Background: an optimization exercise with open tools, aiming at small area. Do not read the settings as production practice. Where RTL was checked, it was by simulation tests only, not by an equivalence proof against the original. The RTL of run 2 was laid out without a check of its function.

==> flow/design.v (outline; a module is shown in full before it is edited, if it fits) <==
// module FIR_filter: 1550 lines
module FIR_filter(data_in,data_out,reset,CLK,music);
  // ...
==> flow/flow/run.sh <==
#!/bin/bash
# Standard ORFS synthesis, then a netlist pass that re-chooses the polarity
# of the full-adder cells (a full adder is self-dual) to drop the inverters
# Yosys' extract_fa leaves between adders, then the standard layout.
set -euo pipefail
W=$(pwd)
R=$W/orfs/results/$FLOW_PLATFORM/FIR_filter/base
bash standard.sh synth > $W/synth.log 2>&1
cp $R/1_2_yosys.v $W/1_2_yosys.std.v
python3 $W/flow/polar.py $W/1_2_yosys.std.v $W/1_2_yosys.pol.v > $W/polar.log 2>&1
cp $W/1_2_yosys.pol.v $R/1_2_yosys.v
rm -f $R/1_synth.odb $R/1_synth.sdc
export BUFFER_PORTS_ARGS="-buffer_cell sky130_fd_sc_hd__buf_1"
export CTS_ARGS="-sink_clustering_enable -repair_clock_nets -dont_use_dummy_load -buf_list sky130_fd_sc_hd__clkbuf_8 -sink_clustering_size 20 -sink_clustering_max_diameter 70"
bash standard.sh finish > $W/layout.log 2>&1
==> flow/flow/polar.py <==
#!/usr/bin/env python3
"""Re-choose the polarity of full-adder cells in a flat Yosys netlist.

A full adder is self-dual: FA(~a,~b,~c) = (~sum, ~cout).  Yosys' extract_fa
picks each adder's polarity locally, which leaves many inverters between
adders.  This script flips adders (inverting all three inputs and both
outputs) to minimise the number of inverters needed, then rewrites the
netlist with one shared inverter per signal that needs its complement.
The logic function of every net that is used by a non-adder cell, a
register or a port is unchanged.

usage: polar.py in.v out.v
"""
import re, sys, random, os

INV_TYPES = ('sky130_fd_sc_hd__inv_', 'sky130_fd_sc_hd__clkinv_')
FA_TYPE = 'sky130_fd_sc_hd__fa_'
OUT_PINS = {'X', 'Y', 'Q', 'Q_N', 'SUM', 'COUT', 'HI', 'LO'}

src = open(sys.argv[1]).read()
cell_re = re.compile(r'^(\s*)(sky130_fd_sc_hd__\w+)\s+(\\\S+\s|\S+)\s*\((.*?)\);\n', re.S | re.M)
pin_re = re.compile(r'\.(\w+)\(\s*(\\\S+\s|[^()\s]+)\s*\)')


def norm(n):
    return n.strip()


cells = []   # dict(type,name,pins{pin:net}, span)
for m in cell_re.finditer(src):
    pins = {p: norm(n) for p, n in pin_re.findall(m.group(4))}
    cells.append(dict(type=m.group(2), name=m.group(3).strip(), pins=pins, span=m.span(), indent=m.group(1)))

# ports
ports = set()
mod = re.search(r'module\s+\w+\s*\((.*?)\);', src, re.S)
decl = {}
for kind, rng, names in re.findall(r'^\s*(input|output)\s*(\[[^\]]*\])?\s*([^;]+);', src, re.M):
    for nm in names.split(','):
        nm = nm.strip()
        if rng:
            hi, lo = [int(x) for x in rng[1:-1].split(':')]
            for i in range(min(hi, lo), max(hi, lo) + 1):
                ports.add('%s[%d]' % (nm, i))
        ports.add(nm)

driver = {}
for c in cells:
    for p, n in c['pins'].items():
        if p in OUT_PINS:
            driver[n] = c

is_inv = lambda c: c['type'].startswith(INV_TYPES)
is_fa = lambda c: c['type'].startswith(FA_TYPE)


def root(n):
    par = 0
    seen = 0
    while n in driver and is_inv(driver[n]) and n not in ports:
        n = driver[n]['pins']['A']
        par ^= 1
        seen += 1
        if seen > 50: raise Exception('loop')
    return n, par


# inverters whose output is a port stay as they are (treated as ordinary cells)
removable = [c for c in cells if is_inv(c) and c['pins']['Y'] not in ports]
keep_cells = [c for c in cells if not (is_inv(c) and c['pins']['Y'] not in ports)]

fas = [c for c in keep_cells if is_fa(c)]
fa_idx = {id(c): i for i, c in enumerate(fas)}
# fixed FAs: drive a port directly
fixed = set()
for i, c in enumerate(fas):
    if c['pins']['SUM'] in ports or c['pins']['COUT'] in ports:
        fixed.add(i)

# consumers: (root, parity_needed_relative_to_root_value, fa_index or None, cell, pin)
uses = {}   # root -> list of (fa or -1, parity)
consumers = []
for c in keep_cells:
    for p, n in c['pins'].items():
        if p in OUT_PINS: continue
        if p == 'CLK' or p == 'RESET_B' or p == 'SET_B':
            r, par = root(n)
            consumers.append((c, p, r, par, -1))
            uses.setdefault(r, []).append((-1, par))
            continue
        r, par = root(n)
        f = fa_idx.get(id(c), -1)
        consumers.append((c, p, r, par, f))
        uses.setdefault(r, []).append((f, par))

drv_fa = {}
for i, c in enumerate(fas):
    drv_fa[c['pins']['SUM']] = i
    drv_fa[c['pins']['COUT']] = i

flip = [0] * len(fas)


def root_cost(r):
    d = drv_fa.get(r, -1)
    av = flip[d] if d >= 0 else 0
    for f, par in uses.get(r, []):
        need = par ^ (flip[f] if f >= 0 else 0)
        if need != av:
            return 1
    return 0


fa_roots = []
for i, c in enumerate(fas):
    rs = set()
    rs.add(c['pins']['SUM']); rs.add(c['pins']['COUT'])
    for p in ('A', 'B', 'CIN'):
        rs.add(root(c['pins'][p])[0])
    fa_roots.append(rs)


def total():
    return sum(root_cost(r) for r in uses)


before_inv = len(removable)
best = total()
import math
rng = random.Random(12345)
cur = best
best_flip = flip[:]
free = [i for i in range(len(fas)) if i not in fixed]
NIT = int(os.environ.get('POLAR_ITERS', '400000'))
T0 = 1.0
for it in range(NIT):
    T = T0 * (1 - it / NIT) + 0.01
    i = free[rng.randrange(len(free))]
    rs = fa_roots[i]
    c0 = sum(root_cost(r) for r in rs)
    flip[i] ^= 1
    c1 = sum(root_cost(r) for r in rs)
    d = c1 - c0
    if d <= 0 or rng.random() < math.exp(-d / T):
        cur += d
        if cur < best:
            best = cur
            best_flip = flip[:]
    else:
        flip[i] ^= 1
flip[:] = best_flip
# final greedy polish
improved = True
while improved:
    improved = False
    for i in free:
        rs = fa_roots[i]
        c0 = sum(root_cost(r) for r in rs)
        flip[i] ^= 1
        c1 = sum(root_cost(r) for r in rs)
        if c1 < c0: improved = True
        else: flip[i] ^= 1
after = total()

# rewrite
inv_net = {}
new_cells = []
ninv = 0


def inv_of(r):
    global ninv
    if r not in inv_net:
        ninv += 1
        nm = 'pol_n%d' % ninv
        inv_net[r] = nm
        new_cells.append('  sky130_fd_sc_hd__inv_1 pol_i%d (\n    .A(%s),\n    .Y(%s)\n  );\n' % (ninv, esc(r), nm))
    return inv_net[r]


def esc(n):
    return n + ' ' if n.startswith('\\') else n


newpins = {}
for (c, p, r, par, f) in consumers:
    d = drv_fa.get(r, -1)
    av = flip[d] if d >= 0 else 0
    need = par ^ (flip[f] if f >= 0 else 0)
    newpins[(id(c), p)] = r if need == av else inv_of(r)

out = []
pos = 0
for c in cells:
    s, e = c['span']
    out.append(src[pos:s])
    pos = e
    if is_inv(c) and c['pins']['Y'] not in ports:
        continue
    pins = []
    for p, n in c['pins'].items():
        if (id(c), p) in newpins:
            n = newpins[(id(c), p)]
        pins.append('    .%s(%s)' % (p, esc(n)))
    out.append('%s%s %s (\n%s\n  );\n' % (c['indent'], c['type'], esc(c['name']), ',\n'.join(pins)))
tail = src[pos:]
i = tail.rfind('endmodule')
decls = ''.join('  wire %s;\n' % nm for nm in inv_net.values())
out.append(tail[:i] + decls + ''.join(new_cells) + tail[i:])
open(sys.argv[2], 'w').write(''.join(out))
print('fa %d fixed %d; inverters %d -> %d (model %d -> %d)' % (len(fas), len(fixed), before_inv, ninv, best, after))
==> flow/standard.sh <==
#!/bin/bash
# synth_recipe.tcl (not shown) runs the flow's synth.tcl, then flattens the netlist and writes it again
# the make line also repeats each setting of config.mk as NAME=value (left out here)
make -C /OpenROAD-flow-scripts/flow DESIGN_CONFIG=/design/flow/config.mk WORK_HOME=/design/flow/orfs CLKGATE_MAP_FILE= SYNTH_SCRIPT=/design/flow/synth_recipe.tcl "${@:-finish}"
==> flow/config.mk <==
export PLATFORM = sky130hd
export DESIGN_NAME = FIR_filter
export DESIGN_NICKNAME = FIR_filter
export VERILOG_FILES = /design/flow/design.v
export SDC_FILE = /design/flow/constraint.sdc
export NUM_CORES = 4
export LEC_CHECK = 0
export CAP_MARGIN = 20
export CORE_MARGIN = 2
export CORE_UTILIZATION = 65
export CTS_BUF_LIST = sky130_fd_sc_hd__clkbuf_8
export CTS_CLUSTER_DIAMETER = 50
export CTS_CLUSTER_SIZE = 18
export SLEW_MARGIN = 20
==> flow/constraint.sdc <==
create_clock -name core_clock -period 8.0 [get_ports {CLK}]
set_input_delay 1.6000 -clock core_clock [delete_from_list [all_inputs] [get_ports {CLK}]]
set_output_delay 1.6000 -clock core_clock [all_outputs]
set_load 0.01 [all_outputs]
==> results.cfg, run 1 <==
[timing]
setup_viol = 0
rsz0062_at_grt = no
worst_slew_pin_slew_ns = 1.00
period_share_pct = 96.5

[die]
start_util_pct = 65.9
fp-row-count = 68
die_w_um = 191

[critical_path]
r2r_cells = 15
crit_type = reg -> reg
worstSetupEndpoint = cs[23]
reg2reg_to = cs[23]
cpPeakStageDelay_ns = 0.63
r2r_setup_slack_ns = 0.28
reg2reg_from = r9[8]
crit_path_end_kind = flop

[clock_tree]
cts.sinks = 353
clk_latency_ns = 0.61
cts_tree = yes
htreeDepth = 1

[cells_and_area]
buffers_excl_clock = 58
seq_area_um2 = 8830
nets = 1985
multi_input_area_share_pct = 54.7
final_cell_mix = 593 x fa_1, 353 x dfrtp_1, 185 x inv_1
fillCellCount = 2329
nNonClkInverters = 185
layout.cells.most_common = fa_1
diodes = 0
regMostFlops = cs
drive_gt1_share_pct = 3.06

[routing]
vias = 9455
drt-met1-wl_mm = 18.0
wl_met2_mm = 23.2

[worst_hold_path]
hp-start = r0[14]
hold_depth = 0

[status]
status = finished clean

[global_routing]
gr-total-overflow = 0
use_met1_pct = 39.0

[synth]
syn_inst = 1257

[placed_design]
hpwl_mm = 38.2
place_ws_ns = 0.246
==> run 2, diff against run 1 <==
--- a/flow/design.v
+++ b/flow/design.v
@@ -1218,333 +1218,333 @@
 wire s1151 = c1102 ^ s1145 ^ c1104;
 wire c1152 = (c1102 & s1145) | (c1102 & c1104) | (s1145 & c1104);
 wire s1153 = s1147 ^ c1106 ^ s1149;
 wire c1154 = (s1147 & c1106) | (s1147 & s1149) | (c1106 & s1149);
 wire s1155 = c1108 ^ s1151 ^ c1110;
 wire c1156 = (c1108 & s1151) | (c1108 & c1110) | (s1151 & c1110);
 wire s1157 = s1153 ^ c1112 ^ s1155;
 wire c1158 = (s1153 & c1112) | (s1153 & s1155) | (c1112 & s1155);
-wire s1159 = s437 ^ n559 ^ s85;
-wire c1160 = (s437 & n559) | (s437 & s85) | (n559 & s85);
-wire s1161 = s1159 ^ n503 ^ c1118;
-wire c1162 = (s1159 & n503) | (s1159 & c1118) | (n503 & c1118);
-wire s1163 = n561 ^ s185 ^ c1120;
-wire c1164 = (n561 & s185) | (n561 & c1120) | (s185 & c1120);
-wire s1165 = s371 ^ c1122 ^ s1161;
-wire c1166 = (s371 & c1122) | (s371 & s1161) | (c1122 & s1161);
-wire s1167 = s235 ^ c1124 ^ s1163;
-wire c1168 = (s235 & c1124) | (s235 & s1163) | (c1124 & s1163);
-wire s1169 = s1165 ^ s339 ^ c1126;
-wire c1170 = (s1165 & s339) | (s1165 & c1126) | (s339 & c1126);
-wire s1171 = n488 ^ s1167 ^ n524;
-wire c1172 = (n488 & s1167) | (n488 & n524) | (s1167 & n524);
-wire s1173 = c1128 ^ c96 ^ s63;
-wire c1174 = (c1128 & c96) | (c1128 & s63) | (c96 & s63);
-wire s1175 = s431 ^ c1130 ^ s1169;
-wire c1176 = (s431 & c1130) | (s431 & s1169) | (c1130 & s1169);
-wire s1177 = c1132 ^ s1171 ^ c1134;
-wire c1178 = (c1132 & s1171) | (c1132 & c1134) | (s1171 & c1134);
-wire s1179 = s343 ^ c1136 ^ s1173;
-wire c1180 = (s343 & c1136) | (s343 & s1173) | (c1136 & s1173);
-wire s1181 = n566 ^ c1138 ^ s1175;
-wire c1182 = (n566 & c1138) | (n566 & s1175) | (c1138 & s1175);
-wire s1183 = c1140 ^ s1177 ^ s435;
-wire c1184 = (c1140 & s1177) | (c1140 & s435) | (s1177 & s435);
-wire s1185 = c1142 ^ s1179 ^ n557;
-wire c1186 = (c1142 & s1179) | (c1142 & n557) | (s1179 & n557);
-wire s1187 = c1144 ^ s1181 ^ c1146;
-wire c1188 = (c1144 & s1181) | (c1144 & c1146) | (s1181 & c1146);
-wire s1189 = s1183 ^ c1148 ^ s1185;
-wire c1190 = (s1183 & c1148) | (s1183 & s1185) | (c1148 & s1185);
-wire s1191 = c1150 ^ s1187 ^ c1152;
-wire c1192 = (c1150 & s1187) | (c1150 & c1152) | (s1187 & c1152);
-wire s1193 = s1189 ^ c1154 ^ s1191;
-wire c1194 = (s1189 & c1154) | (s1189 & s1191) | (c1154 & s1191);
-wire s1195 = c1156 ^ s1193 ^ c1158;
-wire c1196 = (c1156 & s1193) | (c1156 & c1158) | (s1193 & c1158);
-wire s1197 = 1'b1 ^ s439 ^ n560;
-wire c1198 = (1'b1 & s439) | (1'b1 & n560) | (s439 & n560);
-wire s1199 = s87 ^ c1160 ^ s1197;
-wire c1200 = (s87 & c1160) | (s87 & s1197) | (c1160 & s1197);
-wire s1201 = n504 ^ c1162 ^ n562;
-wire c1202 = (n504 & c1162) | (n504 & n562) | (c1162 & n562);
-wire s1203 = s1199 ^ s187 ^ c1164;
-wire c1204 = (s1199 & s187) | (s1199 & c1164) | (s187 & c1164);
-wire s1205 = s373 ^ c1166 ^ s1201;
-wire c1206 = (s373 & c1166) | (s373 & s1201) | (c1166 & s1201);
-wire s1207 = s237 ^ c1168 ^ s1203;
-wire c1208 = (s237 & c1168) | (s237 & s1203) | (c1168 & s1203);
-wire s1209 = s1205 ^ c64 ^ s341;
-wire c1210 = (s1205 & c64) | (s1205 & s341) | (c64 & s341);
-wire s1211 = c1170 ^ n489 ^ s1207;
-wire c1212 = (c1170 & n489) | (c1170 & s1207) | (n489 & s1207);
-wire s1213 = n525 ^ c1172 ^ c1174;
-wire c1214 = (n525 & c1172) | (n525 & c1174) | (c1172 & c1174);
-wire s1215 = s433 ^ c1176 ^ s1209;
-wire c1216 = (s433 & c1176) | (s433 & s1209) | (c1176 & s1209);
-wire s1217 = s1211 ^ c1178 ^ c436;
-wire c1218 = (s1211 & c1178) | (s1211 & c436) | (c1178 & c436);
-wire s1219 = s345 ^ s1213 ^ c1180;
-wire c1220 = (s345 & s1213) | (s345 & c1180) | (s1213 & c1180);
-wire s1221 = n558 ^ n567 ^ s1215;
-wire c1222 = (n558 & n567) | (n558 & s1215) | (n567 & s1215);
-wire s1223 = c1182 ^ c1184 ^ s1217;
-wire c1224 = (c1182 & c1184) | (c1182 & s1217) | (c1184 & s1217);
-wire s1225 = s1219 ^ c1186 ^ s1221;
-wire c1226 = (s1219 & c1186) | (s1219 & s1221) | (c1186 & s1221);
-wire s1227 = c1188 ^ s1223 ^ c1190;
-wire c1228 = (c1188 & s1223) | (c1188 & c1190) | (s1223 & c1190);
-wire s1229 = s1225 ^ c1192 ^ s1227;
-wire c1230 = (s1225 & c1192) | (s1225 & s1227) | (c1192 & s1227);
-wire s1231 = s437 ^ s441 ^ c1198;
-wire c1232 = (s437 & s441) | (s437 & c1198) | (s441 & c1198);
-wire s1233 = n561 ^ s89 ^ c1200;
-wire c1234 = (n561 & s89) | (n561 & c1200) | (s89 & c1200);
-wire s1235 = s1231 ^ n505 ^ n563;
-wire c1236 = (s1231 & n505) | (s1231 & n563) | (n505 & n563);
-wire s1237 = c1202 ^ s1233 ^ s189;
-wire c1238 = (c1202 & s1233) | (c1202 & s189) | (s1233 & s189);
-wire s1239 = c1204 ^ s375 ^ c1206;
-wire c1240 = (c1204 & s375) | (c1204 & c1206) | (s375 & c1206);
-wire s1241 = s1235 ^ s239 ^ n490;
-wire c1242 = (s1235 & s239) | (s1235 & n490) | (s239 & n490);
-wire s1243 = c1208 ^ s1237 ^ s1239;
-wire c1244 = (c1208 & s1237) | (c1208 & s1239) | (s1237 & s1239);
-wire s1245 = s343 ^ c1210 ^ s1241;
-wire c1246 = (s343 & c1210) | (s343 & s1241) | (c1210 & s1241);
-wire s1247 = c1212 ^ n526 ^ s1243;
-wire c1248 = (c1212 & n526) | (c1212 & s1243) | (n526 & s1243);
-wire s1249 = c346 ^ c1214 ^ s435;
-wire c1250 = (c346 & c1214) | (c346 & s435) | (c1214 & s435);
-wire s1251 = n568 ^ c1216 ^ s1245;
-wire c1252 = (n568 & c1216) | (n568 & s1245) | (c1216 & s1245);
-wire s1253 = s1247 ^ c1218 ^ c1220;
-wire c1254 = (s1247 & c1218) | (s1247 & c1220) | (c1218 & c1220);
-wire s1255 = s1249 ^ c1222 ^ s1251;
-wire c1256 = (s1249 & c1222) | (s1249 & s1251) | (c1222 & s1251);
-wire s1257 = c1224 ^ s1253 ^ c1226;
-wire c1258 = (c1224 & s1253) | (c1224 & c1226) | (s1253 & c1226);
-wire s1259 = s1255 ^ c1228 ^ s1257;
-wire c1260 = (s1255 & c1228) | (s1255 & s1257) | (c1228 & s1257);
-wire s1261 = 1'b1 ^ s241 ^ s439;
-wire c1262 = (1'b1 & s241) | (1'b1 & s439) | (s241 & s439);
-wire s1263 = s1261 ^ s443 ^ c1232;
-wire c1264 = (s1261 & s443) | (s1261 & c1232) | (s443 & c1232);
-wire s1265 = n562 ^ s91 ^ c1234;
-wire c1266 = (n562 & s91) | (n562 & c1234) | (s91 & c1234);
-wire s1267 = s1263 ^ n506 ^ n564;
-wire c1268 = (s1263 & n506) | (s1263 & n564) | (n506 & n564);
-wire s1269 = c1236 ^ s1265 ^ c240;
-wire c1270 = (c1236 & s1265) | (c1236 & c240) | (s1265 & c240);
-wire s1271 = s191 ^ c1238 ^ s377;
-wire c1272 = (s191 & c1238) | (s191 & s377) | (c1238 & s377);
-wire s1273 = c1240 ^ s1267 ^ s1269;
-wire c1274 = (c1240 & s1267) | (c1240 & s1269) | (s1267 & s1269);
-wire s1275 = c1242 ^ s1271 ^ c1244;
-wire c1276 = (c1242 & s1271) | (c1242 & c1244) | (s1271 & c1244);
-wire s1277 = c436 ^ s345 ^ s1273;
-wire c1278 = (c436 & s345) | (c436 & s1273) | (s345 & s1273);
-wire s1279 = c1246 ^ n527 ^ c1248;
-wire c1280 = (c1246 & n527) | (c1246 & c1248) | (n527 & c1248);
-wire s1281 = s1275 ^ c1250 ^ s1277;
-wire c1282 = (s1275 & c1250) | (s1275 & s1277) | (c1250 & s1277);
-wire s1283 = c1252 ^ s1279 ^ c1254;
-wire c1284 = (c1252 & s1279) | (c1252 & c1254) | (s1279 & c1254);
-wire s1285 = s1281 ^ c1256 ^ s1283;
-wire c1286 = (s1281 & c1256) | (s1281 & s1283) | (c1256 & s1283);
-wire s1287 = c1258 ^ s1285 ^ c1260;
-wire c1288 = (c1258 & s1285) | (c1258 & c1260) | (s1285 & c1260);
-wire s1289 = 1'b1 ^ s243 ^ c1262;
-wire c1290 = (1'b1 & s243) | (1'b1 & c1262) | (s243 & c1262);
-wire s1291 = s441 ^ s1289 ^ s445;
-wire c1292 = (s441 & s1289) | (s441 & s445) | (s1289 & s445);
-wire s1293 = c1264 ^ n563 ^ s93;
-wire c1294 = (c1264 & n563) | (c1264 & s93) | (n563 & s93);
-wire s1295 = s1291 ^ c1266 ^ c192;
-wire c1296 = (s1291 & c1266) | (s1291 & c192) | (c1266 & c192);
-wire s1297 = s1293 ^ n507 ^ n565;
-wire c1298 = (s1293 & n507) | (s1293 & n565) | (n507 & n565);
-wire s1299 = c1268 ^ c1270 ^ s1295;
-wire c1300 = (c1268 & c1270) | (c1268 & s1295) | (c1270 & s1295);
-wire s1301 = s379 ^ c1272 ^ s1297;
-wire c1302 = (s379 & c1272) | (s379 & s1297) | (c1272 & s1297);
-wire s1303 = c346 ^ c1274 ^ s1299;
-wire c1304 = (c346 & c1274) | (c346 & s1299) | (c1274 & s1299);
-wire s1305 = n528 ^ s1301 ^ c1276;
-wire c1306 = (n528 & s1301) | (n528 & c1276) | (s1301 & c1276);
-wire s1307 = c1278 ^ s1303 ^ c1280;
-wire c1308 = (c1278 & s1303) | (c1278 & c1280) | (s1303 & c1280);
-wire s1309 = s1305 ^ c1282 ^ s1307;
-wire c1310 = (s1305 & c1282) | (s1305 & s1307) | (c1282 & s1307);
-wire s1311 = c1284 ^ s1309 ^ c1286;
-wire c1312 = (c1284 & s1309) | (c1284 & c1286) | (s1309 & c1286);
-wire s1313 = s245 ^ c1290 ^ s443;
-wire c1314 = (s245 & c1290) | (s245 & s443) | (c1290 & s443);
-wire s1315 = s1313 ^ s447 ^ c1292;
-wire c1316 = (s1313 & s447) | (s1313 & c1292) | (s447 & c1292);
-wire s1317 = n564 ^ s95 ^ c1294;
-wire c1318 = (n564 & s95) | (n564 & c1294) | (s95 & c1294);
-wire s1319 = n508 ^ s1315 ^ c1296;
-wire c1320 = (n508 & s1315) | (n508 & c1296) | (s1315 & c1296);
-wire s1321 = s1317 ^ n566 ^ c1298;
-wire c1322 = (s1317 & n566) | (s1317 & c1298) | (n566 & c1298);
-wire s1323 = c1300 ^ s1319 ^ s381;
-wire c1324 = (c1300 & s1319) | (c1300 & s381) | (s1319 & s381);
-wire s1325 = s1321 ^ c1302 ^ c1304;
-wire c1326 = (s1321 & c1302) | (s1321 & c1304) | (c1302 & c1304);
-wire s1327 = s1323 ^ c1306 ^ s1325;
-wire c1328 = (s1323 & c1306) | (s1323 & s1325) | (c1306 & s1325);
-wire s1329 = c1308 ^ s1327 ^ c1310;
-wire c1330 = (c1308 & s1327) | (c1308 & c1310) | (s1327 & c1310);
-wire s1331 = s247 ^ s445 ^ c1314;
-wire c1332 = (s247 & s445) | (s247 & c1314) | (s445 & c1314);
-wire s1333 = s1331 ^ c96 ^ s449;
-wire c1334 = (s1331 & c96) | (s1331 & s449) | (c96 & s449);
-wire s1335 = c1316 ^ n565 ^ c1318;
-wire c1336 = (c1316 & n565) | (c1316 & c1318) | (n565 & c1318);
-wire s1337 = s1333 ^ c1320 ^ c382;
-wire c1338 = (s1333 & c1320) | (s1333 & c382) | (c1320 & c382);
-wire s1339 = s1335 ^ n567 ^ c1322;
-wire c1340 = (s1335 & n567) | (s1335 & c1322) | (n567 & c1322);
-wire s1341 = c1324 ^ s1337 ^ s1339;
-wire c1342 = (c1324 & s1337) | (c1324 & s1339) | (s1337 & s1339);
-wire s1343 = c1326 ^ s1341 ^ c1328;
-wire c1344 = (c1326 & s1341) | (c1326 & c1328) | (s1341 & c1328);
-wire s1345 = 1'b1 ^ s249 ^ s447;
-wire c1346 = (1'b1 & s249) | (1'b1 & s447) | (s249 & s447);
-wire s1347 = c1332 ^ s1345 ^ s451;
-wire c1348 = (c1332 & s1345) | (c1332 & s451) | (s1345 & s451);
-wire s1349 = c1334 ^ n566 ^ c1336;
-wire c1350 = (c1334 & n566) | (c1334 & c1336) | (n566 & c1336);
-wire s1351 = n568 ^ s1347 ^ c1338;
-wire c1352 = (n568 & s1347) | (n568 & c1338) | (s1347 & c1338);
-wire s1353 = s1349 ^ c1340 ^ s1351;
-wire c1354 = (s1349 & c1340) | (s1349 & s1351) | (c1340 & s1351);
-wire s1355 = c1342 ^ s1353 ^ c1344;
-wire c1356 = (c1342 & s1353) | (c1342 & c1344) | (s1353 & c1344);
-wire s1357 = s251 ^ s449 ^ c1346;
-wire c1358 = (s251 & s449) | (s251 & c1346) | (s449 & c1346);
-wire s1359 = s1357 ^ s453 ^ c1348;
-wire c1360 = (s1357 & s453) | (s1357 & c1348) | (s453 & c1348);
-wire s1361 = n567 ^ c1350 ^ s1359;
-wire c1362 = (n567 & c1350) | (n567 & s1359) | (c1350 & s1359);
-wire s1363 = c1352 ^ s1361 ^ c1354;
-wire c1364 = (c1352 & s1361) | (c1352 & c1354) | (s1361 & c1354);
-wire s1365 = 1'b1 ^ s253 ^ s451;
-wire c1366 = (1'b1 & s253) | (1'b1 & s451) | (s253 & s451);
-wire s1367 = c1358 ^ c454 ^ n568;
-wire c1368 = (c1358 & c454) | (c1358 & n568) | (c454 & n568);
-wire s1369 = s1365 ^ c1360 ^ s1367;
-wire c1370 = (s1365 & c1360) | (s1365 & s1367) | (c1360 & s1367);
-wire s1371 = c1362 ^ s1369 ^ c1364;
-wire c1372 = (c1362 & s1369) | (c1362 & c1364) | (s1369 & c1364);
-wire s1373 = s255 ^ s453 ^ c1366;
-wire c1374 = (s255 & s453) | (s255 & c1366) | (s453 & c1366);
-wire s1375 = c1368 ^ s1373 ^ c1370;
-wire c1376 = (c1368 & s1373) | (c1368 & c1370) | (s1373 & c1370);
-wire s1377 = 1'b1 ^ c256 ^ c454;
-wire c1378 = (1'b1 & c256) | (1'b1 & c454) | (c256 & c454);
-wire s1379 = s1377 ^ c1374 ^ c1376;
-wire c1380 = (s1377 & c1374) | (s1377 & c1376) | (c1374 & c1376);
-wire s1381 = n529 ^ s569;
-wire c1382 = n529 & s569;
-wire s1383 = s575 ^ c1382;
-wire c1384 = s575 & c1382;
-wire s1385 = s581 ^ s583 ^ c1384;
-wire c1386 = (s581 & s583) | (s581 & c1384) | (s583 & c1384);
-wire s1387 = s591 ^ s593 ^ c1386;
-wire c1388 = (s591 & s593) | (s591 & c1386) | (s593 & c1386);
-wire s1389 = s609 ^ c1388;
-wire c1390 = s609 & c1388;
-wire s1391 = s629 ^ c1390;
-wire c1392 = s629 & c1390;
-wire s1393 = s653 ^ c1392;
-wire c1394 = s653 & c1392;
-wire s1395 = s679 ^ c1394;
-wire c1396 = s679 & c1394;
-wire s1397 = s713 ^ c1396;
-wire c1398 = s713 & c1396;
-wire s1399 = s753 ^ c1398;
-wire c1400 = s753 & c1398;
-reg [48:0] cs;
+wire s1159 = c1114 ^ s1157 ^ c1116;
+wire c1160 = (c1114 & s1157) | (c1114 & c1116) | (s1157 & c1116);
+wire s1161 = s437 ^ n559 ^ s85;
+wire c1162 = (s437 & n559) | (s437 & s85) | (n559 & s85);
+wire s1163 = s1161 ^ n503 ^ c1118;
+wire c1164 = (s1161 & n503) | (s1161 & c1118) | (n503 & c1118);
+wire s1165 = n561 ^ s185 ^ c1120;
+wire c1166 = (n561 & s185) | (n561 & c1120) | (s185 & c1120);
+wire s1167 = s371 ^ c1122 ^ s1163;
+wire c1168 = (s371 & c1122) | (s371 & s1163) | (c1122 & s1163);
+wire s1169 = s235 ^ c1124 ^ s1165;
+wire c1170 = (s235 & c1124) | (s235 & s1165) | (c1124 & s1165);
+wire s1171 = s1167 ^ s339 ^ c1126;
+wire c1172 = (s1167 & s339) | (s1167 & c1126) | (s339 & c1126);
+wire s1173 = n488 ^ s1169 ^ n524;
+wire c1174 = (n488 & s1169) | (n488 & n524) | (s1169 & n524);
+wire s1175 = c1128 ^ c96 ^ s63;
+wire c1176 = (c1128 & c96) | (c1128 & s63) | (c96 & s63);
+wire s1177 = s431 ^ c1130 ^ s1171;
+wire c1178 = (s431 & c1130) | (s431 & s1171) | (c1130 & s1171);
+wire s1179 = c1132 ^ s1173 ^ c1134;
+wire c1180 = (c1132 & s1173) | (c1132 & c1134) | (s1173 & c1134);
+wire s1181 = s343 ^ c1136 ^ s1175;
+wire c1182 = (s343 & c1136) | (s343 & s1175) | (c1136 & s1175);
+wire s1183 = n566 ^ c1138 ^ s1177;
+wire c1184 = (n566 & c1138) | (n566 & s1177) | (c1138 & s1177);
+wire s1185 = c1140 ^ s1179 ^ s435;
+wire c1186 = (c1140 & s1179) | (c1140 & s435) | (s1179 & s435);
+wire s1187 = c1142 ^ s1181 ^ n557;
+wire c1188 = (c1142 & s1181) | (c1142 & n557) | (s1181 & n557);
+wire s1189 = c1144 ^ s1183 ^ c1146;
+wire c1190 = (c1144 & s1183) | (c1144 & c1146) | (s1183 & c1146);
+wire s1191 = s1185 ^ c1148 ^ s1187;
+wire c1192 = (s1185 & c1148) | (s1185 & s1187) | (c1148 & s1187);
+wire s1193 = c1150 ^ s1189 ^ c1152;
+wire c1194 = (c1150 & s1189) | (c1150 & c1152) | (s1189 & c1152);
+wire s1195 = s1191 ^ c1154 ^ s1193;
+wire c1196 = (s1191 & c1154) | (s1191 & s1193) | (c1154 & s1193);
+wire s1197 = c1156 ^ s1195 ^ c1158;
+wire c1198 = (c1156 & s1195) | (c1156 & c1158) | (s1195 & c1158);
+wire s1199 = 1'b1 ^ s439 ^ n560;
+wire c1200 = (1'b1 & s439) | (1'b1 & n560) | (s439 & n560);
+wire s1201 = s87 ^ c1162 ^ s1199;
+wire c1202 = (s87 & c1162) | (s87 & s1199) | (c1162 & s1199);
+wire s1203 = n504 ^ c1164 ^ n562;
+wire c1204 = (n504 & c1164) | (n504 & n562) | (c1164 & n562);
+wire s1205 = s1201 ^ s187 ^ c1166;
+wire c1206 = (s1201 & s187) | (s1201 & c1166) | (s187 & c1166);
+wire s1207 = s373 ^ c1168 ^ s1203;
+wire c1208 = (s373 & c1168) | (s373 & s1203) | (c1168 & s1203);
+wire s1209 = s237 ^ c1170 ^ s1205;
+wire c1210 = (s237 & c1170) | (s237 & s1205) | (c1170 & s1205);
+wire s1211 = s1207 ^ c64 ^ s341;
+wire c1212 = (s1207 & c64) | (s1207 & s341) | (c64 & s341);
+wire s1213 = c1172 ^ n489 ^ s1209;
+wire c1214 = (c1172 & n489) | (c1172 & s1209) | (n489 & s1209);
+wire s1215 = n525 ^ c1174 ^ c1176;
+wire c1216 = (n525 & c1174) | (n525 & c1176) | (c1174 & c1176);
+wire s1217 = s433 ^ c1178 ^ s1211;
+wire c1218 = (s433 & c1178) | (s433 & s1211) | (c1178 & s1211);
+wire s1219 = s1213 ^ c1180 ^ c436;
+wire c1220 = (s1213 & c1180) | (s1213 & c436) | (c1180 & c436);
+wire s1221 = s345 ^ s1215 ^ c1182;
+wire c1222 = (s345 & s1215) | (s345 & c1182) | (s1215 & c1182);
+wire s1223 = n558 ^ n567 ^ s1217;
+wire c1224 = (n558 & n567) | (n558 & s1217) | (n567 & s1217);
+wire s1225 = c1184 ^ c1186 ^ s1219;
+wire c1226 = (c1184 & c1186) | (c1184 & s1219) | (c1186 & s1219);
+wire s1227 = s1221 ^ c1188 ^ s1223;
+wire c1228 = (s1221 & c1188) | (s1221 & s1223) | (c1188 & s1223);
+wire s1229 = c1190 ^ s1225 ^ c1192;
+wire c1230 = (c1190 & s1225) | (c1190 & c1192) | (s1225 & c1192);
+wire s1231 = s1227 ^ c1194 ^ s1229;
+wire c1232 = (s1227 & c1194) | (s1227 & s1229) | (c1194 & s1229);
+wire s1233 = c1196 ^ s1231 ^ c1198;
+wire c1234 = (c1196 & s1231) | (c1196 & c1198) | (s1231 & c1198);
+wire s1235 = s437 ^ s441 ^ c1200;
+wire c1236 = (s437 & s441) | (s437 & c1200) | (s441 & c1200);
+wire s1237 = n561 ^ s89 ^ c1202;
+wire c1238 = (n561 & s89) | (n561 & c1202) | (s89 & c1202);
+wire s1239 = s1235 ^ n505 ^ n563;
+wire c1240 = (s1235 & n505) | (s1235 & n563) | (n505 & n563);
+wire s1241 = c1204 ^ s1237 ^ s189;
+wire c1242 = (c1204 & s1237) | (c1204 & s189) | (s1237 & s189);
+wire s1243 = c1206 ^ s375 ^ c1208;
+wire c1244 = (c1206 & s375) | (c1206 & c1208) | (s375 & c1208);
+wire s1245 = s1239 ^ s239 ^ n490;
+wire c1246 = (s1239 & s239) | (s1239 & n490) | (s239 & n490);
+wire s1247 = c1210 ^ s1241 ^ s1243;
+wire c1248 = (c1210 & s1241) | (c1210 & s1243) | (s1241 & s1243);
+wire s1249 = s343 ^ c1212 ^ s1245;
+wire c1250 = (s343 & c1212) | (s343 & s1245) | (c1212 & s1245);
+wire s1251 = c1214 ^ n526 ^ s1247;
+wire c1252 = (c1214 & n526) | (c1214 & s1247) | (n526 & s1247);
+wire s1253 = c346 ^ c1216 ^ s435;
+wire c1254 = (c346 & c1216) | (c346 & s435) | (c1216 & s435);
+wire s1255 = n568 ^ c1218 ^ s1249;
+wire c1256 = (n568 & c1218) | (n568 & s1249) | (c1218 & s1249);
+wire s1257 = s1251 ^ c1220 ^ c1222;
+wire c1258 = (s1251 & c1220) | (s1251 & c1222) | (c1220 & c1222);
+wire s1259 = s1253 ^ c1224 ^ s1255;
+wire c1260 = (s1253 & c1224) | (s1253 & s1255) | (c1224 & s1255);
+wire s1261 = c1226 ^ s1257 ^ c1228;
+wire c1262 = (c1226 & s1257) | (c1226 & c1228) | (s1257 & c1228);
+wire s1263 = s1259 ^ c1230 ^ s1261;
+wire c1264 = (s1259 & c1230) | (s1259 & s1261) | (c1230 & s1261);
+wire s1265 = 1'b1 ^ s241 ^ s439;
+wire c1266 = (1'b1 & s241) | (1'b1 & s439) | (s241 & s439);
+wire s1267 = s1265 ^ s443 ^ c1236;
+wire c1268 = (s1265 & s443) | (s1265 & c1236) | (s443 & c1236);
+wire s1269 = n562 ^ s91 ^ c1238;
+wire c1270 = (n562 & s91) | (n562 & c1238) | (s91 & c1238);
+wire s1271 = s1267 ^ n506 ^ n564;
+wire c1272 = (s1267 & n506) | (s1267 & n564) | (n506 & n564);
+wire s1273 = c1240 ^ s1269 ^ c240;
+wire c1274 = (c1240 & s1269) | (c1240 & c240) | (s1269 & c240);
+wire s1275 = s191 ^ c1242 ^ s377;
+wire c1276 = (s191 & c1242) | (s191 & s377) | (c1242 & s377);
+wire s1277 = c1244 ^ s1271 ^ s1273;
+wire c1278 = (c1244 & s1271) | (c1244 & s1273) | (s1271 & s1273);
+wire s1279 = c1246 ^ s1275 ^ c1248;
+wire c1280 = (c1246 & s1275) | (c1246 & c1248) | (s1275 & c1248);
+wire s1281 = c436 ^ s345 ^ s1277;
+wire c1282 = (c436 & s345) | (c436 & s1277) | (s345 & s1277);
+wire s1283 = c1250 ^ n527 ^ c1252;
+wire c1284 = (c1250 & n527) | (c1250 & c1252) | (n527 & c1252);
+wire s1285 = s1279 ^ c1254 ^ s1281;
+wire c1286 = (s1279 & c1254) | (s1279 & s1281) | (c1254 & s1281);
+wire s1287 = c1256 ^ s1283 ^ c1258;
+wire c1288 = (c1256 & s1283) | (c1256 & c1258) | (s1283 & c1258);
+wire s1289 = s1285 ^ c1260 ^ s1287;
+wire c1290 = (s1285 & c1260) | (s1285 & s1287) | (c1260 & s1287);
+wire s1291 = c1262 ^ s1289 ^ c1264;
+wire c1292 = (c1262 & s1289) | (c1262 & c1264) | (s1289 & c1264);
+wire s1293 = 1'b1 ^ s243 ^ c1266;
+wire c1294 = (1'b1 & s243) | (1'b1 & c1266) | (s243 & c1266);
+wire s1295 = s441 ^ s1293 ^ s445;
+wire c1296 = (s441 & s1293) | (s441 & s445) | (s1293 & s445);
+wire s1297 = c1268 ^ n563 ^ s93;
+wire c1298 = (c1268 & n563) | (c1268 & s93) | (n563 & s93);
+wire s1299 = s1295 ^ c1270 ^ c192;
+wire c1300 = (s1295 & c1270) | (s1295 & c192) | (c1270 & c192);
+wire s1301 = s1297 ^ n507 ^ n565;
+wire c1302 = (s1297 & n507) | (s1297 & n565) | (n507 & n565);
+wire s1303 = c1272 ^ c1274 ^ s1299;
+wire c1304 = (c1272 & c1274) | (c1272 & s1299) | (c1274 & s1299);
+wire s1305 = s379 ^ c1276 ^ s1301;
+wire c1306 = (s379 & c1276) | (s379 & s1301) | (c1276 & s1301);
+wire s1307 = c346 ^ c1278 ^ s1303;
+wire c1308 = (c346 & c1278) | (c346 & s1303) | (c1278 & s1303);
+wire s1309 = n528 ^ s1305 ^ c1280;
+wire c1310 = (n528 & s1305) | (n528 & c1280) | (s1305 & c1280);
+wire s1311 = c1282 ^ s1307 ^ c1284;
+wire c1312 = (c1282 & s1307) | (c1282 & c1284) | (s1307 & c1284);
+wire s1313 = s1309 ^ c1286 ^ s1311;
+wire c1314 = (s1309 & c1286) | (s1309 & s1311) | (c1286 & s1311);
+wire s1315 = c1288 ^ s1313 ^ c1290;
+wire c1316 = (c1288 & s1313) | (c1288 & c1290) | (s1313 & c1290);
+wire s1317 = s245 ^ c1294 ^ s443;
+wire c1318 = (s245 & c1294) | (s245 & s443) | (c1294 & s443);
+wire s1319 = s1317 ^ s447 ^ c1296;
+wire c1320 = (s1317 & s447) | (s1317 & c1296) | (s447 & c1296);
+wire s1321 = n564 ^ s95 ^ c1298;
+wire c1322 = (n564 & s95) | (n564 & c1298) | (s95 & c1298);
+wire s1323 = n508 ^ s1319 ^ c1300;
+wire c1324 = (n508 & s1319) | (n508 & c1300) | (s1319 & c1300);
+wire s1325 = s1321 ^ n566 ^ c1302;
+wire c1326 = (s1321 & n566) | (s1321 & c1302) | (n566 & c1302);
+wire s1327 = c1304 ^ s1323 ^ s381;
+wire c1328 = (c1304 & s1323) | (c1304 & s381) | (s1323 & s381);
+wire s1329 = s1325 ^ c1306 ^ c1308;
+wire c1330 = (s1325 & c1306) | (s1325 & c1308) | (c1306 & c1308);
+wire s1331 = s1327 ^ c1310 ^ s1329;
+wire c1332 = (s1327 & c1310) | (s1327 & s1329) | (c1310 & s1329);
+wire s1333 = c1312 ^ s1331 ^ c1314;
+wire c1334 = (c1312 & s1331) | (c1312 & c1314) | (s1331 & c1314);
+wire s1335 = s247 ^ s445 ^ c1318;
+wire c1336 = (s247 & s445) | (s247 & c1318) | (s445 & c1318);
+wire s1337 = s1335 ^ c96 ^ s449;
+wire c1338 = (s1335 & c96) | (s1335 & s449) | (c96 & s449);
+wire s1339 = c1320 ^ n565 ^ c1322;
+wire c1340 = (c1320 & n565) | (c1320 & c1322) | (n565 & c1322);
+wire s1341 = s1337 ^ c1324 ^ c382;
+wire c1342 = (s1337 & c1324) | (s1337 & c382) | (c1324 & c382);
+wire s1343 = s1339 ^ n567 ^ c1326;
+wire c1344 = (s1339 & n567) | (s1339 & c1326) | (n567 & c1326);
+wire s1345 = c1328 ^ s1341 ^ s1343;
+wire c1346 = (c1328 & s1341) | (c1328 & s1343) | (s1341 & s1343);
+wire s1347 = c1330 ^ s1345 ^ c1332;
+wire c1348 = (c1330 & s1345) | (c1330 & c1332) | (s1345 & c1332);
+wire s1349 = 1'b1 ^ s249 ^ s447;
+wire c1350 = (1'b1 & s249) | (1'b1 & s447) | (s249 & s447);
+wire s1351 = c1336 ^ s1349 ^ s451;
+wire c1352 = (c1336 & s1349) | (c1336 & s451) | (s1349 & s451);
+wire s1353 = c1338 ^ n566 ^ c1340;
+wire c1354 = (c1338 & n566) | (c1338 & c1340) | (n566 & c1340);
+wire s1355 = n568 ^ s1351 ^ c1342;
+wire c1356 = (n568 & s1351) | (n568 & c1342) | (s1351 & c1342);
+wire s1357 = s1353 ^ c1344 ^ s1355;
+wire c1358 = (s1353 & c1344) | (s1353 & s1355) | (c1344 & s1355);
+wire s1359 = c1346 ^ s1357 ^ c1348;
+wire c1360 = (c1346 & s1357) | (c1346 & c1348) | (s1357 & c1348);
+wire s1361 = s251 ^ s449 ^ c1350;
+wire c1362 = (s251 & s449) | (s251 & c1350) | (s449 & c1350);
+wire s1363 = s1361 ^ s453 ^ c1352;
+wire c1364 = (s1361 & s453) | (s1361 & c1352) | (s453 & c1352);
+wire s1365 = n567 ^ c1354 ^ s1363;
+wire c1366 = (n567 & c1354) | (n567 & s1363) | (c1354 & s1363);
+wire s1367 = c1356 ^ s1365 ^ c1358;
+wire c1368 = (c1356 & s1365) | (c1356 & c1358) | (s1365 & c1358);
+wire s1369 = 1'b1 ^ s253 ^ s451;
+wire c1370 = (1'b1 & s253) | (1'b1 & s451) | (s253 & s451);
+wire s1371 = c1362 ^ c454 ^ n568;
+wire c1372 = (c1362 & c454) | (c1362 & n568) | (c454 & n568);
+wire s1373 = s1369 ^ c1364 ^ s1371;
+wire c1374 = (s1369 & c1364) | (s1369 & s1371) | (c1364 & s1371);
+wire s1375 = c1366 ^ s1373 ^ c1368;
+wire c1376 = (c1366 & s1373) | (c1366 & c1368) | (s1373 & c1368);
+wire s1377 = s255 ^ s453 ^ c1370;
+wire c1378 = (s255 & s453) | (s255 & c1370) | (s453 & c1370);
+wire s1379 = c1372 ^ s1377 ^ c1374;
+wire c1380 = (c1372 & s1377) | (c1372 & c1374) | (s1377 & c1374);
+wire s1381 = 1'b1 ^ c256 ^ c454;
+wire c1382 = (1'b1 & c256) | (1'b1 & c454) | (c256 & c454);
+wire s1383 = s1381 ^ c1378 ^ c1380;
+wire c1384 = (s1381 & c1378) | (s1381 & c1380) | (c1378 & c1380);
+wire s1385 = n529 ^ s569;
+wire c1386 = n529 & s569;
+wire s1387 = s575 ^ c1386;
+wire c1388 = s575 & c1386;
+wire s1389 = s581 ^ s583 ^ c1388;
+wire c1390 = (s581 & s583) | (s581 & c1388) | (s583 & c1388);
+wire s1391 = s591 ^ s593 ^ c1390;
+wire c1392 = (s591 & s593) | (s591 & c1390) | (s593 & c1390);
+wire s1393 = s609 ^ c1392;
+wire c1394 = s609 & c1392;
+wire s1395 = s629 ^ c1394;
+wire c1396 = s629 & c1394;
+wire s1397 = s653 ^ c1396;
+wire c1398 = s653 & c1396;
+wire s1399 = s679 ^ c1398;
+wire c1400 = s679 & c1398;
+wire s1401 = s713 ^ c1400;
+wire c1402 = s713 & c1400;
+wire s1403 = s753 ^ c1402;
+wire c1404 = s753 & c1402;
+wire s1405 = c754 ^ s793 ^ c1404;
+wire c1406 = (c754 & s793) | (c754 & c1404) | (s793 & c1404);
+reg [45:0] cs;
 always @(posedge CLK or negedge reset)
-  if (!reset) cs <= 49'd0;
-  else cs <= {c1380,c1378,s1379,s1375,c1372,s1371,s1363,c1356,s1355,s1343,c1330,s1329,c1312,s1311,c1288,s1287,s1259,c1230,c1196,s1229,c1194,s1195,c1116,s1157,c1114,s1115,s1067,c1020,s1019,c972,s971,s923,c878,s877,s833,c794,c1400,s793,c754,s1399,s1397,s1395,s1393,s1391,s1389,s1387,s1385,s1383,s1381};
-wire s1403 = cs[10] ^ cs[11] ^ cs[12];
-wire c1404 = (cs[10] & cs[11]) | (cs[10] & cs[12]) | (cs[11] & cs[12]);
-wire s1405 = cs[13] ^ cs[14] ^ c1404;
-wire c1406 = (cs[13] & cs[14]) | (cs[13] & c1404) | (cs[14] & c1404);
-wire s1407 = cs[24] ^ cs[25] ^ cs[26];
-wire c1408 = (cs[24] & cs[25]) | (cs[24] & cs[26]) | (cs[25] & cs[26]);
-wire s1409 = cs[28] ^ cs[29] ^ cs[30];
-wire c1410 = (cs[28] & cs[29]) | (cs[28] & cs[30]) | (cs[29] & cs[30]);
-wire s1411 = cs[31] ^ cs[32] ^ c1410;
-wire c1412 = (cs[31] & cs[32]) | (cs[31] & c1410) | (cs[32] & c1410);
-wire s1413 = cs[15] ^ c1406;
-wire c1414 = cs[15] & c1406;
-wire s1415 = cs[16] ^ cs[17] ^ c1414;
-wire c1416 = (cs[16] & cs[17]) | (cs[16] & c1414) | (cs[17] & c1414);
-wire s1417 = cs[18] ^ c1416;
-wire c1418 = cs[18] & c1416;
-wire s1419 = cs[19] ^ cs[20] ^ c1418;
-wire c1420 = (cs[19] & cs[20]) | (cs[19] & c1418) | (cs[20] & c1418);
-wire s1421 = cs[21] ^ cs[22] ^ c1420;
-wire c1422 = (cs[21] & cs[22]) | (cs[21] & c1420) | (cs[22] & c1420);
-wire s1423 = cs[23] ^ c1422;
-wire c1424 = cs[23] & c1422;
-wire s1425 = s1407 ^ c1424;
-wire c1426 = s1407 & c1424;
-wire s1427 = cs[27] ^ c1408 ^ c1426;
-wire c1428 = (cs[27] & c1408) | (cs[27] & c1426) | (c1408 & c1426);
-wire s1429 = cs[33] ^ c1412;
-wire c1430 = cs[33] & c1412;
-wire s1431 = cs[34] ^ cs[35] ^ c1430;
-wire c1432 = (cs[34] & cs[35]) | (cs[34] & c1430) | (cs[35] & c1430);
-wire s1433 = cs[36] ^ cs[37] ^ c1432;
-wire c1434 = (cs[36] & cs[37]) | (cs[36] & c1432) | (cs[37] & c1432);
-wire s1435 = cs[38] ^ cs[39] ^ c1434;
-wire c1436 = (cs[38] & cs[39]) | (cs[38] & c1434) | (cs[39] & c1434);
-wire y1437 = s1409 ^ c1428;
-wire t1438 = c1428 & s1409;
+  if (!reset) cs <= 46'd0;
+  else cs <= {c1384,c1382,s1383,s1379,c1376,s1375,s1367,c1360,s1359,s1347,c1334,s1333,c1316,s1315,c1292,s1291,c1234,s1263,c1232,s1233,s1197,c1160,s1159,s1115,s1067,c1020,s1019,c972,s971,s923,c878,s877,c1406,s833,c794,s1405,s1403,s1401,s1399,s1397,s1395,s1393,s1391,s1389,s1387,s1385};
+wire s1409 = cs[11] ^ cs[12] ^ cs[13];
+wire c1410 = (cs[11] & cs[12]) | (cs[11] & cs[13]) | (cs[12] & cs[13]);
+wire s1411 = cs[27] ^ cs[28] ^ cs[29];
+wire c1412 = (cs[27] & cs[28]) | (cs[27] & cs[29]) | (cs[28] & cs[29]);
+wire s1413 = cs[14] ^ c1410;
+wire c1414 = cs[14] & c1410;
+wire s1415 = cs[15] ^ cs[16] ^ c1414;
+wire c1416 = (cs[15] & cs[16]) | (cs[15] & c1414) | (cs[16] & c1414);
+wire s1417 = cs[17] ^ c1416;
+wire c1418 = cs[17] & c1416;
+wire s1419 = cs[18] ^ cs[19] ^ c1418;
+wire c1420 = (cs[18] & cs[19]) | (cs[18] & c1418) | (cs[19] & c1418);
+wire s1421 = cs[20] ^ cs[21] ^ c1420;
+wire c1422 = (cs[20] & cs[21]) | (cs[20] & c1420) | (cs[21] & c1420);
+wire s1423 = cs[22] ^ c1422;
+wire c1424 = cs[22] & c1422;
+wire s1425 = cs[23] ^ c1424;
+wire c1426 = cs[23] & c1424;
+wire s1427 = cs[24] ^ cs[25] ^ c1426;
+wire c1428 = (cs[24] & cs[25]) | (cs[24] & c1426) | (cs[25] & c1426);
+wire s1429 = cs[30] ^ c1412;
+wire c1430 = cs[30] & c1412;
+wire s1431 = cs[31] ^ cs[32] ^ c1430;
+wire c1432 = (cs[31] & cs[32]) | (cs[31] & c1430) | (cs[32] & c1430);
+wire s1433 = cs[33] ^ cs[34] ^ c1432;
+wire c1434 = (cs[33] & cs[34]) | (cs[33] & c1432) | (cs[34] & c1432);
+wire s1435 = cs[35] ^ cs[36] ^ c1434;
+wire c1436 = (cs[35] & cs[36]) | (cs[35] & c1434) | (cs[36] & c1434);
+wire y1437 = cs[26] ^ c1428;
+wire t1438 = c1428 & cs[26];
 wire y1439 = s1411 ^ t1438;
-wire p1440 = s1409 & s1411;
+wire p1440 = cs[26] & s1411;
 wire t1441 = c1428 & p1440;
 wire y1442 = s1429 ^ t1441;
 wire p1443 = p1440 & s1429;
 wire t1444 = c1428 & p1443;
 wire y1445 = s1431 ^ t1444;
 wire p1446 = p1443 & s1431;
 wire t1447 = c1428 & p1446;
 wire y1448 = s1433 ^ t1447;
 wire p1449 = p1446 & s1433;
 wire t1450 = c1428 & p1449;
 wire y1451 = s1435 ^ t1450;
 wire p1452 = p1449 & s1435;
 wire k1453 = c1436 | (c1428 & p1452);
-wire s1454 = cs[41] ^ cs[42];
-wire c1455 = cs[41] & cs[42];
-wire s1456 = cs[43] ^ c1455;
-wire c1457 = cs[43] & c1455;
-wire s1458 = cs[44] ^ cs[45] ^ c1457;
-wire c1459 = (cs[44] & cs[45]) | (cs[44] & c1457) | (cs[45] & c1457);
-wire s1460 = cs[46] ^ c1459;
-wire c1461 = cs[46] & c1459;
-wire s1462 = cs[47] ^ cs[48] ^ c1461;
-wire c1463 = (cs[47] & cs[48]) | (cs[47] & c1461) | (cs[48] & c1461);
-wire y1464 = cs[40] ^ k1453;
-wire t1465 = k1453 & cs[40];
+wire s1454 = cs[38] ^ cs[39];
+wire c1455 = cs[38] & cs[39];
+wire s1456 = cs[40] ^ c1455;
+wire c1457 = cs[40] & c1455;
+wire s1458 = cs[41] ^ cs[42] ^ c1457;
+wire c1459 = (cs[41] & cs[42]) | (cs[41] & c1457) | (cs[42] & c1457);
+wire s1460 = cs[43] ^ c1459;
+wire c1461 = cs[43] & c1459;
+wire s1462 = cs[44] ^ cs[45] ^ c1461;
+wire c1463 = (cs[44] & cs[45]) | (cs[44] & c1461) | (cs[45] & c1461);
+wire y1464 = cs[37] ^ k1453;
+wire t1465 = k1453 & cs[37];
 wire y1466 = s1454 ^ t1465;
-wire p1467 = cs[40] & s1454;
+wire p1467 = cs[37] & s1454;
 wire t1468 = k1453 & p1467;
 wire y1469 = s1456 ^ t1468;
 wire p1470 = p1467 & s1456;
 wire t1471 = k1453 & p1470;
 wire y1472 = s1458 ^ t1471;
 wire p1473 = p1470 & s1458;
 wire t1474 = k1453 & p1473;
 wire y1475 = s1460 ^ t1474;
 wire p1476 = p1473 & s1460;
 wire t1477 = k1453 & p1476;
 wire y1478 = s1462 ^ t1477;
 wire p1479 = p1476 & s1462;
-assign data_out = {y1478,y1475,y1472,y1469,y1466,y1464,y1451,y1448,y1445,y1442,y1439,y1437,s1427,s1425,s1423,s1421,s1419,s1417,s1415,s1413,s1405,s1403,cs[9],cs[8],cs[7],cs[6],cs[5],cs[4],cs[3],cs[2],cs[1],cs[0]};
+assign data_out = {y1478,y1475,y1472,y1469,y1466,y1464,y1451,y1448,y1445,y1442,y1439,y1437,s1427,s1425,s1423,s1421,s1419,s1417,s1415,s1413,s1409,cs[10],cs[9],cs[8],cs[7],cs[6],cs[5],cs[4],cs[3],cs[2],cs[1],cs[0]};
 endmodule
==> run 2 against run 1 <==
Against the previous run: critical endpoint unchanged; via count grew 5.4%; clock skew grew 0.018 ns; cell count grew 6.9%; critical path type unchanged; non-clock buffer count grew 97; critical path depth grew 3; flip-flop and latch count shrank 3; synthesized area grew 0.10%; largest cell class unchanged; hold slack lost 0.018 ns.
==> results.cfg, run 2 <==
[critical_path]
cp_max_fo = 3
arrival_ns = 8.34
reg2reg_from = r11[0]
path_cells = ha_2, fa_2, inv_1, fa_1, fa_1, fa_2, fa_1, fa_2, fa_1, fa_1, fa_1, inv_2, fa_1, fa_2, fa_2, fa_1, fa_2, fa_1
critical_path.startpoint_type = flop
reg2reg_to = cs[23]
cp_slowest_cell = fa_2
path_common_cell = fa_1
r2r_cells = 18
r2r_setup_slack_ns = 0.20
crit_path_end_kind = flop
crit_type = reg -> reg
cpPeakStageDelay_ns = 0.59
critical_path_required_ns = 8.54

[clock_tree]
path_clk_slew_ns = 0.11
clk_latency_ns = 0.66
htreeDepth = 1
max-clock-path-buffers = 3
cts.sinks = 350
root_buffer = clkbuf_8
hold_buffers = 0
cts_made_buffers = 28
cts_tree = yes

[timing]
worst_slew_pin_slew_ns = 1.04
skew_ns = 0.0665
setup_viol = 0
finalSetupTns_ns = 0
slew_headroom_pct = 30.8
drv_slew = 0
hold_slack_ns = 0.334
hold_viol = 0
timing.fmax_mhz = 128
fin_crit_ns = 7.80
period_share_pct = 97.5

[die]
core_area_um2 = 34500
fp-row-count = 68
die_w_um = 191
die_area_um2 = 36500
io_pins = 51
start_util_pct = 65.9
die_y_um = 191

[global_routing]
grt_usage_pct = 28.1
gr-total-overflow = 0
antenna_found_initial = 0
grt_pass1_vias = 12300
grt_start_max_net_pins = 180
grt_pass1_wl_mm = 71.1

[cells_and_area]
final_cell_mix = 533 x fa_1, 350 x dfrtp_1, 208 x inv_1
regMostFlops = cs
largest_register_ffs = 46
seq_area_um2 = 8760
fillCellCount = 2231
drive_gt1_share_pct = 14.4
nets = 2108
synthToLayoutAreaGrowth_pct = 8.39
diodes = 0
layout.cells.most_common = fa_1
multi_input_area_um2 = 13100

[routing]
drtIter0Drc = 432
wl_mm = 45.9
wl_per_cell_um = 24.4
drt_pass1_iterations = 5
drcViolationCount = 0
vias = 9966
vias_per_cell = 5.29
antenna_left = 0

[synth]
syn_inst = 1279
synthesis.area_um2 = 22700
synth.net_count = 1955
yosys_warnings = 1
avgSynthCellArea_um2 = 17.8

[placed_design]
hpwl_mm = 40.0
routabilityCongestion = 0.919
numPortBuffers = 49

[worst_hold_path]
hp-start = r1[4]
holdPathEnd = r2[4]
hold_path.class = reg -> reg
hold_depth = 0

[status]
status = finished clean

[job]
maxCapViolations = 0
## run 2: through the flow
| stage | util (%) | setup slack, ns | area, um2 | instances |
|---|---|---|---|---|
| finish | 71.5 | 0.204 | 24600 | 1885 |
| global route | 71.5 | -0.00528 | 24600 | 1885 |
| CTS | 71.1 | 0.00101 | 24500 | 1883 |
| detailed placement | 69.8 | -0.287 | 24000 | 1855 |
| global placement | 69.8 | -0.245 | 24000 | 1855 |
| floorplan | - | 0.0307 | 22700 | 1279 |
## run 2: critical path, delay by kind of cell, from the launching register on
family,cells,cell delay [ns]
adders and majority gates,16,7.09
DFF,1,0.40
buffers and inverters,2,0.21
## run 2: area by class of cell
class / instances / share of cell area, %
Timing Repair Buffer: 155 / 4.10
Clock buffer: 28 / 1.57
Tap cell: 455 / 2.31
Inverter: 210 / 3.20
Multi-Input combinational cell: 687 / 53.3
Sequential cell: 350 / 35.6
## run 2: how the worst max path moves through the flow
stage | depth (start not counted) | slack, ns | from | endpoint
2_1_floorplan | 18 | 0.03 | r9[8] | cs[23]
3_3_place_gp | 18 | -0.24 | r9[8] | cs[23]
3_5_place_dp | 18 | -0.29 | r9[8] | cs[23]
4_1_cts | 20 | 0.001 | r3[8] | cs[26]
5_1_grt | 20 | -0.005 | r9[8] | cs[23]
6_report | 18 | 0.20 | r11[0] | cs[23]
## run 2: what timing repair did
action                     4_1_cts  5_1_grt
resized for setup               23       44
setup buffers                    0        2
hold endpoints to repair         0        0
setup endpoints to repair        3        6
pin swaps                        4       18
## run 2: metal layers
| layer | vias up | wire (um) | track usage (%) |
|---|---|---|---|
| met3 | 71 | 1900 | 3.97 |
| li1 | 4005 | - | - |
| met5 | - | 0 | 0 |
| met4 | 0 | 1280 | 6.80 |
| met2 | 211 | 23900 | 46.6 |
| met1 | 5679 | 18900 | 40.7 |

[afterwards: timing with drivers on the ports]
No port has a modelled driver above. Below, the same layouts with a new extraction and two added sets of constraints.
Step 1, drivers: a clkbuf_16 drives CLK and a buf_2 each remaining input, both assumed.
Step 2 adds t to the input delays and takes it off the output delays; t is the mean of the earliest and latest rising clock arrival at the registers after step 1. Input paths then give back, and output paths get back, about the clock's delay inside the block.
Slacks: ideal ports / drivers / drivers and shift; pairs: ideal ports / drivers.
| run | t, ns | slack for setup (ns) | worst register clock-pin slew, ns | pins driven straight from the clock port |
|---|---|---|---|---|
| run 1 | 0.635 | 0.277 / 0.277 / 0.277 | 0.12 / 0.12 | 1 |
| run 2 | 0.668 | 0.204 / 0.204 / 0.204 | 0.11 / 0.11 | 1 |
After both steps setup and hold are still met in every run listed.
